What follows belongs to an exercise in optimizing a design on an open flow for small area, a short achievable clock period and few clock cycles per item; a production flow would make more cautious choices.
The RTL was checked by simulation tests, not by an equivalence proof against the original design.

## rsa
module rsa #(
    parameter WIDTH = 32,
    parameter E_BITS = 32
)(
    input  wire                   clk,
    input  wire                   rst,
    input  wire                   start,
    input  wire [WIDTH-1:0]       M,
    input  wire [E_BITS-1:0]      E,
    input  wire [WIDTH-1:0]       N,
    input  wire [WIDTH-1:0]       N_INV,
    input  wire [WIDTH-1:0]       R2_MOD_N,
    output wire [WIDTH-1:0]       C,
    output reg                    done
);
Size in the first run: ~1,800 cells after synthesis, about 0.018 sq mm of cells after synthesis.
export LEC_CHECK = 0
export ABC_CLOCK_PERIOD_IN_PS = 5000
export CAP_MARGIN = 20
export CORE_MARGIN = 2
export CORE_UTILIZATION = 60
export CTS_BUF_LIST = sky130_fd_sc_hd__clkbuf_8 sky130_fd_sc_hd__clkbuf_16
export PLACE_DENSITY = 0.7
export SLEW_MARGIN = 20
create_clock -name core_clock -period 15.0 [get_ports {clk}]
standard.sh (not shown) runs the stock make flow with config.mk's settings and CLKGATE_MAP_FILE= SYNTH_SCRIPT=/design/flow/synth_recipe.tcl, a recipe that flattens the netlist after the stock synthesis.
==> flow/flow/run.sh <==
#!/bin/bash
# Standard layout (the standard.sh: standard synthesis, floorplan, place,
# CTS, route) with three changes to how it is made:
#  - before floorplanning, flow/fixpol.tcl (with flow/fixpol.py) flips full
#    adders to remove inverters around them (FA(~a,~b,~c) = ~FA(a,b,c)); the
#    registers and the logic function are unchanged;
#  - ORFS's repair_timing is asked for 10 ns of setup margin instead of 0, so
#    that it also shortens paths that already meet the 15 ns clock;
#  - the port buffers that global placement inserts are sky130_fd_sc_hd__buf_2.
# The SDC and the clock period are the standard flow's. Make's output goes to
# make_finish.log; fixpol writes fixpol_in.txt and fixpol_ops.txt here.
set -euo pipefail
bash standard.sh SETUP_SLACK_MARGIN=10 'BUFFER_PORTS_ARGS=-buffer_cell sky130_fd_sc_hd__buf_2' "PRE_FLOORPLAN_TCL=$(pwd)/flow/fixpol.tcl" finish > make_finish.log 2>&1
Other scripts of this flow, unchanged in this note and not shown: flow/flow/fixpol.py, flow/flow/fixpol.tcl
Testbench counts at the start, summed over its fixed seeds: cycles 112,410, items 320.
==> next run, changes <==
--- a/flow/design.v
+++ b/flow/design.v
@@ -25,17 +25,16 @@
     reg  [32:0]   mr;          
     reg  [AW-1:0] s, c;        
     reg           cin;         
     reg  [K-1:0]  a;           
     reg  [4:0]    idx;         
     reg           ebit;        
     reg           ez;          
     reg           isn;         
-    reg  [31:0]   nr;          
     reg  [3:0]    npr;         
     assign C = res[31:0];
     reg  [3:0] np;
     always @(*) begin
         case (N[3:1])
             3'd0: np = 4'd15;
             3'd1: np = 4'd5;
             3'd2: np = 4'd3;
@@ -61,36 +60,37 @@
             c2a = y[2]; c2b = n[0] & y[1]; c2c = n[1] & y[0]; c2d = n[0] & y[1] & y[0];
             qmul[2] = c2a ^ c2b ^ c2c ^ c2d;
             qmul[3] = y[3] ^ (n[0] & y[2]) ^ (n[1] & y[1]) ^ (n[2] & y[0])
                     ^ (c2a & c2b) ^ (c2a & c2c) ^ (c2a & c2d)
                     ^ (c2b & c2c) ^ (c2b & c2d) ^ (c2c & c2d);
         end
     endfunction
     reg  [3:0] t;              
+    reg  [3:0] mlo;            
     wire [3:0] y_s = s[3:0] ^ c[3:0] ^ t;
     wire [3:0] y_k = {(s[2:0] & c[2:0]) | (s[2:0] & t[2:0]) | (c[2:0] & t[2:0]), 1'b0};
     wire [3:0] y_p = y_s ^ y_k;
     wire [3:0] y_g = y_s & y_k;
     wire [3:0] y_c;
     assign y_c[0] = cin;
     assign y_c[1] = y_g[0] | (y_p[0] & cin);
     assign y_c[2] = y_g[1] | (y_p[1] & y_g[0]) | (y_p[1] & y_p[0] & cin);
     assign y_c[3] = y_g[2] | (y_p[2] & y_g[1]) | (y_p[2] & y_p[1] & y_g[0])
                   | (y_p[2] & y_p[1] & y_p[0] & cin);
     wire [3:0] u = y_p ^ y_c;
     wire [3:0] q = qmul(u, npr[3:1]);
     wire [W-1:0] b0 = a[0] ? {5'b0, res}        : {W{1'b0}};
     wire [W-1:0] b1 = a[1] ? {4'b0, res, cin}   : {{(W-1){1'b0}}, cin};
     wire [W-1:0] b2 = a[2] ? {3'b0, res, 2'b0}  : {W{1'b0}};
     wire [W-1:0] b3 = a[3] ? {2'b0, res, 3'b0}  : {W{1'b0}};
-    wire [W-1:0] n0 = q[0] ? {6'b0, nr}          : {W{1'b0}};
-    wire [W-1:0] n1 = q[1] ? {5'b0, nr, 1'b0}    : {W{1'b0}};
-    wire [W-1:0] n2 = q[2] ? {4'b0, nr, 2'b0}    : {W{1'b0}};
-    wire [W-1:0] n3 = q[3] ? {3'b0, nr, 3'b0}    : {W{1'b0}};
+    wire [W-1:0] n0 = q[0] ? {6'b0, N}          : {W{1'b0}};
+    wire [W-1:0] n1 = q[1] ? {5'b0, N, 1'b0}    : {W{1'b0}};
+    wire [W-1:0] n2 = q[2] ? {4'b0, N, 2'b0}    : {W{1'b0}};
+    wire [W-1:0] n3 = q[3] ? {3'b0, N, 3'b0}    : {W{1'b0}};
     wire [W-1:0] s0 = {4'b0, s};
     wire [W-1:0] c0 = {4'b0, c};
     wire [W-1:0] l1a_s = s0 ^ c0 ^ b0;
     wire [W-1:0] l1a_c = ((s0 & c0) | (s0 & b0) | (c0 & b0)) << 1;
     wire [W-1:0] l1b_s = b1 ^ b2 ^ b3;
     wire [W-1:0] l1b_c = ((b1 & b2) | (b1 & b3) | (b2 & b3)) << 1;
     wire [W-1:0] l2_s  = l1a_s ^ l1a_c ^ l1b_s;
     wire [W-1:0] l2_c  = ((l1a_s & l1a_c) | (l1a_s & l1b_s) | (l1a_c & l1b_s)) << 1;
@@ -167,17 +167,17 @@
                 PH_C1, PH_SQ: a_nx = res_d;
                 PH_C2:        a_nx = ez ? 4'd0 : mr_d;
                 PH_MUL:       a_nx = mr_d;
                 default:      a_nx = 4'd0;
             endcase
         end else begin
             case (ph)
                 PH_C1: begin
-                    res_nx = ez ? sum[32:0] : mr;
+                    res_nx = ez ? sum[32:0] : {1'b0, M};
                     a_nx   = ez ? 4'd1 : sum[3:0];
                 end
                 PH_C2: begin
                     res_nx = sum[32:0];
                     a_nx   = (ph_nx == PH_FIN) ? 4'd1 : sum[3:0];
                 end
                 PH_SQ: begin
                     res_nx = sum[32:0];
@@ -190,35 +190,35 @@
                 default: begin    
                     res_nx = isn ? 33'd0 : sum[32:0];
                 end
             endcase
         end
     end
     always @(posedge clk) begin
         npr  <= np;
-        nr   <= N;
         ebit <= E[idx];
-        isn  <= (res == {1'b0, nr});
+        isn  <= (res == {1'b0, N});
         a    <= (ph == PH_IDLE) ? R2_MOD_N[3:0] : a_nx;
         res  <= (ph == PH_IDLE) ? {1'b0, R2_MOD_N} : res_nx;
-        t    <= (ph == PH_IDLE) ? R2_MOD_N[3:0] * R2_MOD_N[3:0] : a_nx * res_nx[3:0];
+        t    <= (ph == PH_IDLE) ? R2_MOD_N[3:0] * R2_MOD_N[3:0]
+              : a_nx * ((!it && ph == PH_C1 && !ez) ? mlo : res_nx[3:0]);
+        if (ph == PH_IDLE) mlo <= M[3:0];
         if (ph == PH_IDLE || !it) begin
             s   <= {AW{1'b0}};
             c   <= {AW{1'b0}};
             cin <= 1'b0;
             j   <= 4'd0;
         end else begin
             s   <= l6_s[W-1:K];
             c   <= l6_c[W-1:K];
             cin <= cin_n;
             j   <= jn;
         end
         if (ph == PH_IDLE) begin
-            mr  <= {1'b0, M};
             idx <= lead;
             ez  <= ~|E;
         end else if (!it) begin
             if (idx_dec) idx <= idx - 5'd1;
             if (ph == PH_C1 || ph == PH_C2) mr <= sum[32:0];
         end
     end
 endmodule
After rerunning: Via count is lower by about 3.4%. Maximum frequency went up by about 1%. Final area fell by 3.3%. Cell count is lower by 4.2%. Non-clock buffer count stays the same. Clock skew stays flat. Count of clock-buffer cells in the layout grows by 6. Worst hold slack gets worse by 0.029 ns. Register-to-register slack gets better by 0.05 ns. Critical path depth drops by 1.
Testbench counts after the change, summed over its fixed seeds: cycles 112,410, items 320.

separate check: timing with driven ports:
No port has a modelled driver above. Below, the same layouts with a new extraction and two added sets of constraints. Step 1, drivers: a clkbuf_16 drives clk and a buf_2 each remaining input, both assumed. Step 2, shift: input delay + t, output delay - t, t = (earliest + latest rising clock arrival at the registers) / 2. This alone moves slack from input paths to output paths. Three values: no drivers, after step 1, after step 2; two values: the first two.
run	t (ns)	setup WS [ns]	latest minus earliest clock arrival (ns)
the first run	0.516	10.018 / 10.018 / 10.018	0.012 / 0.012
the second run	0.483	10.067 / 10.067 / 9.623	0.018 / 0.018
After both steps every run listed still meets setup and hold. For the second run, which loses most, drivers alone change the setup slack by 0.000 ns; drivers and shift together by -0.444 ns.
